Context: an optimization exercise on an open-source flow, tuned for small area, a short achievable clock period and few clock cycles per item. The choices shown serve that exercise and are no tape-out recipe.
Function was checked by simulation only, so behaviour that the tests miss may differ from the original.

Design unsignedDiv, start of the top module:
module unsignedDiv #(parameter N = 32)
                    (input valid, CLK, RST,
                     input [N-1:0] divisor, dividend,
                     output reg ready,
                     output [N-1:0] quotient, remainder);
For scale: roughly 1300 cells after synthesis, about 110 flip-flops, ~130 I/O pins, roughly 8700 sq um of cells after synthesis.
Settings: LEC_CHECK=0, ABC_AREA=1, CAP_MARGIN=0, CORE_MARGIN=2, CORE_UTILIZATION=70, SETUP_SLACK_MARGIN=0.7, SLEW_MARGIN=0; clock period 3.5 ns.
standard.sh (not shown) runs the stock make flow with config.mk's settings and CLKGATE_MAP_FILE= SYNTH_SCRIPT=/design/flow/synth_recipe.tcl, a recipe that flattens the netlist after the stock synthesis.
==> flow/flow/run.sh <==
#!/bin/bash
set -euo pipefail
export BUFFER_PORTS_ARGS="-buffer_cell sky130_fd_sc_hd__buf_1"
bash standard.sh finish > standard_flow.log 2>&1
Testbench counts at the start, summed over its fixed seeds: cycles 19,213, items 2,400.
Then changed:
CORE_UTILIZATION = 60   (was 70)
SETUP_SLACK_MARGIN = 0.8   (was 0.7)
Routed wire length went down by a few percent; sequential share of layout area went down by 0.13 points; non-clock buffer count went down by 4; count of clock-buffer cells in the layout does not change.
Then changed:
CORE_UTILIZATION = 65   (was 60)
SETUP_SLACK_MARGIN = 1.1   (was 0.8)
What happened:
- global-route usage rose by 4.4 points
- setup slack gains 0.060 ns
- non-clock buffer count rose by 52
- design area rose by about 12%

========
== sierra ==
Another version of the RTL of unsignedDiv (not shown whole).
Size: ~1000 cells after synthesis, roughly 110 flip-flops, ~130 I/O pins, ~0.0085 mm^2 of cells after synthesis.
clock: 3.5 ns
lec_check: 0
cap_margin: 20
core_margin: 2
core_utilization: 60
slew_margin: 20
Scripts as last shown in full above: flow/flow/run.sh
Testbench counts of sierra, summed over its fixed seeds: cycles 19,213, items 2,400.
diff inputs: sierra => quartz
-- flow/config.mk --
<<< sierra, line 8
export CAP_MARGIN = 20
>>> quartz, line 8
export ABC_AREA = 1
export CAP_MARGIN = 0
<<< sierra, line 10
export CORE_UTILIZATION = 60
export SLEW_MARGIN = 20
>>> quartz, line 11
export CORE_UTILIZATION = 70
export SETUP_SLACK_MARGIN = 0.8
export SLEW_MARGIN = 0
Findings:
- Relative to sierra, slew at the pin with the worst max-slew slack decreased by 15 ps in quartz.
- Comparing sierra and quartz, the higher number of nets in the finished design was measured on quartz.
- When quartz is set beside sierra, its endpoint arrival time on the critical path turns out to be 400 ps smaller.
- Comparing part of the cycle the worst path needs for sierra and quartz, the bigger number came from sierra.
- Summary — final core area utilization, quartz relative to sierra: higher, by 13 points.
- Re final cell area excluding filler cells: quartz is 7.8% up on sierra.
- quartz ended with less share of cell area taken by multi-input logic gates than sierra.
Modified inputs, juniper compared to quartz
-- flow/config.mk --
<<< quartz, line 9
export CAP_MARGIN = 0
>>> juniper, line 9
export CAP_MARGIN = 20
<<< quartz, line 11
export CORE_UTILIZATION = 70
export SETUP_SLACK_MARGIN = 0.8
export SLEW_MARGIN = 0
>>> juniper, line 11
export CORE_UTILIZATION = 60
export SLEW_MARGIN = 20
### Flow results
Timing, DRC, antenna: 0 failures across juniper and quartz. From quartz to juniper the numbers moved as follows: final number of setup-violating endpoints closely matched the old numbers. Compared with quartz, in juniper global-route usage down 4.9 points, combined buffer and inverter count along the critical path went down. juniper ended up with a lower met1 demand-to-capacity share in global routing than quartz did. Looking at count of instances resized after the clock tree is built, juniper sits 14 lower than quartz does.
What harbor does differently from juniper at the input level:
-- flow/config.mk --
<<< juniper, line 9
export CAP_MARGIN = 20
>>> harbor, line 9
export CAP_MARGIN = 0
<<< juniper, line 11
export CORE_UTILIZATION = 60
export SLEW_MARGIN = 20
>>> harbor, line 11
export CORE_UTILIZATION = 70
export SETUP_SLACK_MARGIN = 1.5
export SLEW_MARGIN = 0
Results
- Seen in the log of harbor: GRT-0116 during global routing, after which the run never completed.
- Compared with juniper, last weighted congestion value of the routability-driven placer in harbor increased by more than 10%.
- Comparing juniper against harbor, there is no change at all in area share of xor/xnor cells in the synthesized design.
- What juniper reported for chip height has to be multiplied by 0.928 to get the figure for harbor.
- Between juniper and harbor, initial core utilization is lower for juniper, harbor comes in above that.
- Placement-stage cell area: harbor vs juniper up 140 um^2
- Relative to juniper, the die span in x of harbor is lower by 7.2%.
Edits applied to the flow inputs when going from harbor to cedar:
==> flow/run.sh (new file) <==
#!/bin/bash
# synth_recipe.tcl (not shown) runs the flow's synth.tcl, then flattens the netlist and writes it again
# the make line also repeats each setting of config.mk as NAME=value (left out here)
make -C /OpenROAD-flow-scripts/flow DESIGN_CONFIG=/design/flow/config.mk WORK_HOME=/design/flow/orfs CLKGATE_MAP_FILE= SYNTH_SCRIPT=/design/flow/synth_recipe.tcl finish
-- flow/config.mk --
<<< harbor, line 8
export ABC_AREA = 1
export CAP_MARGIN = 0
>>> cedar, line 8
export CAP_MARGIN = 20
<<< harbor, line 11
export CORE_UTILIZATION = 70
export SETUP_SLACK_MARGIN = 1.5
export SLEW_MARGIN = 0
>>> cedar, line 10
export CORE_UTILIZATION = 40
export SLEW_MARGIN = 20
removed: flow/flow/run.sh
removed: flow/standard.sh
Notes after the runs:
cedar: all stages complete, timing, DRC and antenna checks passed
cedar: die outline height is about 27% higher than what harbor reported.
Relative to harbor, number of resized instances in the post-cts repair step has gone down in cedar.
Portion of netlist area occupied by mux cells, cedar and harbor, higher one = cedar.
On post-synthesis xor/xnor area fraction: between cedar and harbor, it ends up lower for harbor.
Final RePlAce weighted congestion: lower on cedar
Number of buffers added for setup after CTS in cedar vs harbor: down 77
Summary of cedar over harbor: fraction of the mapped netlist area in compound gates increased by 9.5 points relative to the old numbers, mean instance size in the synthesized netlist increased by about 25% relative to the old numbers.

==> separate check: timing with driven ports <==
The results above use ideal ports. As a check the final layouts listed here were re-extracted and re-timed, cells and wires unchanged.
Step 1 sets driving cells, clkbuf_16 on the clock port and buf_2 on the other inputs (assumed; they add their load-dependent delay and slew).
Step 2 adds t to the input delays and takes it off the output delays; t is the mean of the earliest and latest rising clock arrival at the registers after step 1. Input paths then give back, and output paths get back, about the clock's delay inside the block.
Three values: ideal, step 1, step 2; two values: the first two.
run	shift t [ns]	setup slack, ns	hold WS [ns]	clock arrival spread, ns	worst slew at a driven data input, ns
the first run of note 1	0.415	0.632 / 0.632 / 0.632	0.247 / 0.226 / 0.517	0.015 / 0.015	0.04
the second run of note 1	0.408	0.735 / 0.735 / 0.676	0.507 / 0.507 / 0.507	0.017 / 0.018	0.04
the third run of note 1	0.409	0.795 / 0.795 / 0.646	0.475 / 0.452 / 0.517	0.011 / 0.012	0.05
sierra	0.407	0.270 / 0.270 / 0.041	0.383 / 0.359 / 0.525	0.012 / 0.013	0.06
quartz	0.411	0.780 / 0.780 / 0.491	0.496 / 0.496 / 0.496	0.009 / 0.008	0.05
juniper	0.410	0.519 / 0.519 / 0.519	0.390 / 0.363 / 0.507	0.014 / 0.014	0.06
cedar	0.410	0.221 / 0.221 / -0.078	0.520 / 0.520 / 0.520	0.019 / 0.019	0.06
Met with ideal ports but missed after step 2: setup timing in cedar. The setup slack of cedar, which loses most, moves by 0.000 ns with the drivers and by -0.299 ns with both steps.
